Background: an optimization exercise with open tools, aiming at small area, a short achievable clock period and few clock cycles per item. Do not read the settings as production practice. Only simulation tests tie the RTL to the original design; equivalence was not proved. Power figures rest on the tool's default switching activity, not on a simulated workload.

Setup of old:
// distri_sketch_top
module distri_sketch_top#(
    parameter               HW  =   5,
                            DW  =   16
    )(
    input                   clk,
    input                   rst,
    input                   insert_i,
    input   [DW-1:0]        insert_id_i,
    input   [DW-1:0]        insert_latency_i,
    input   [DW-1:0]        insert_freq_th_i,
    output                  insert_end_o,
    input                   search_i,
    input   [DW-1:0]        search_id_i,
    input   [DW-1:0]        search_quantile_i,
    output  [DW-1:0]        search_latency_o,
    output                  search_end_o
);
  function [31:0] nextCRC32_D32;
    input [31:0] Data;
    input [31:0] crc;
    reg [31:0] d;
    reg [31:0] c;
    reg [31:0] newcrc;
  begin
    d = Data;
    c = crc;
    newcrc[0] = d[31] ^ d[30] ^ d[29] ^ d[28] ^ d[26] ^ d[25] ^ d[24] ^ d[16] ^ d[12] ^ d[10] ^ d[9] ^ d[6] ^ d[0] ^ c[0] ^ c[6] ^ c[9] ^ c[10] ^ c[12] ^ c[16] ^ c[24] ^ c[25] ^ c[26] ^ c[28] ^ c[29] ^ c[30] ^ c[31];
  ...
make LEC_CHECK=0 ABC_CLOCK_PERIOD_IN_PS=3000 CAP_MARGIN=20 CORE_MARGIN=2 CORE_UTILIZATION=45 PLACE_DENSITY=0.6 SETUP_SLACK_MARGIN=5 SLEW_MARGIN=20 finish   # period 9.5 ns
run.sh (not shown) runs the stock make flow with config.mk's settings and CLKGATE_MAP_FILE= SYNTH_SCRIPT=/design/flow/synth_recipe.tcl, a recipe that flattens the netlist after the stock synthesis.
Testbench counts of old, summed over its fixed seeds: cycles 6,216, items 3,840.
[inputs] new vs old
Settings: removing SETUP_SLACK_MARGIN (formerly 5); removing ABC_CLOCK_PERIOD_IN_PS (formerly 3000).
## What came out
- old → new: count of clock-buffer cells in the layout now sits lower; insertion delay to the later sink of the worst-skew pair now sits lower; met3 usage now sits lower.
- On post-route met1 wirelength: new sits below old.
- Clock share of power ends up lower on old.
- Measured against each other, new and old differ in overall power, the lower figure coming from new.


Another version of the RTL of distri_sketch_top (not shown whole).
For scale: roughly 100 I/O pins.
Settings: LEC_CHECK=0, ABC_AREA=1, ABC_CLOCK_PERIOD_IN_PS=3000, CAP_MARGIN=0, CORE_MARGIN=2, CORE_UTILIZATION=55, CTS_CLUSTER_DIAMETER=90, CTS_CLUSTER_SIZE=28, PLACE_DENSITY=0.7, SETUP_SLACK_MARGIN=5, SLEW_MARGIN=0; clock period 9.5 ns.
Testbench counts at the start, summed over its fixed seeds: cycles 5,058, items 3,840.
Edit:
--- a/flow/config.mk
+++ b/flow/config.mk
@@ -6,11 +6,10 @@
 export NUM_CORES = 4
 export LEC_CHECK = 0
-export ABC_AREA = 1
 export ABC_CLOCK_PERIOD_IN_PS = 3000
 export CAP_MARGIN = 0
 export CORE_MARGIN = 2
 export CORE_UTILIZATION = 55
-export CTS_CLUSTER_DIAMETER = 90
-export CTS_CLUSTER_SIZE = 28
+export CTS_CLUSTER_DIAMETER = 80
+export CTS_CLUSTER_SIZE = 24
 export PLACE_DENSITY = 0.7
 export SETUP_SLACK_MARGIN = 5
Setup slack degrades by 0.26 ns.
Fmax fell by 5.4%.
Total power fell by 1.8%.
Sequential power fell by about 2%.
Clock-buffer cell count rose by 39.


P:
Starting RTL as in the previous note.
make LEC_CHECK=0 ABC_AREA=1 ABC_CLOCK_PERIOD_IN_PS=3000 CAP_MARGIN=0 CORE_MARGIN=2 CORE_UTILIZATION=55 CTS_CLUSTER_DIAMETER=80 CTS_CLUSTER_SIZE=24 PLACE_DENSITY=0.7 SETUP_SLACK_MARGIN=5 SLEW_MARGIN=0 finish   # period 9.5 ns
P was carried through to the last stage, and its layout satisfied the timing, DRC and antenna checks.
Testbench counts of P, summed over its fixed seeds: cycles 5,058, items 3,840.
## Diff of input files: Q against P
Settings: removing ABC_CLOCK_PERIOD_IN_PS (formerly 3000).
Findings:
- Between Q and P, the difference in combinational power share is negligible.
- The die area of P and that of Q are within noise of each other.
- Reported for Q and P, setup skew after layout turned out identical to the last digit.
- From Q to P, worst hold slack after final layout did not move at all.
- Any difference in area of all placed cells without fillers between Q and P is small enough to ignore.
- P → Q: fraction of layout instances using a drive strength above 1 held; total of plain and repair buffers excluding clock buffers held; worst-case register-to-register setup slack held.
- Diff Q..P | leakage power | unchanged
- [compare] base=P new=Q: clock period minus final worst setup slack closely matched the old numbers, maximum net fanout on the critical path level.

## what the ideal ports hide
In the flow no input, the clock included, has a driving cell. The finished layouts below were timed again as built, in two steps.
Step 1, drivers: a clkbuf_16 drives clk and a buf_2 each remaining input, both assumed.
Step 2 times the ports against the registers' clock, not the clock port: input delays grow and output delays shrink by t, the midpoint of the rising clock arrivals with the driver on.
Three values: ideal ports, drivers, drivers and shift; two values: the first two.
run | t, ns | setup WS [ns] | worst hold slack (ns) | slew at the worst register clock pin (ns)
old | 1.076 | 4.657 / 4.657 / 4.657 | 0.338 / 0.338 / 0.338 | 0.06 / 0.06
new | 1.046 | 2.080 / 2.080 / 2.080 | 0.333 / 0.333 / 0.333 | 0.07 / 0.07
the first run of note 2 | 1.019 | 4.912 / 4.912 / 4.123 | 0.314 / 0.314 / 0.314 | 0.12 / 0.12
the second run of note 2 | 1.052 | 4.648 / 4.648 / 3.717 | 0.334 / 0.334 / 0.334 | 0.11 / 0.11
P | 1.039 | 4.976 / 4.976 / 4.140 | 0.318 / 0.318 / 0.318 | 0.10 / 0.10
Q | 1.039 | 4.976 / 4.976 / 4.140 | 0.318 / 0.318 / 0.318 | 0.10 / 0.10
After both steps every run listed still meets setup and hold. For the second run of note 2, which loses most, drivers alone change the setup slack by 0.000 ns; drivers and shift together by -0.931 ns.
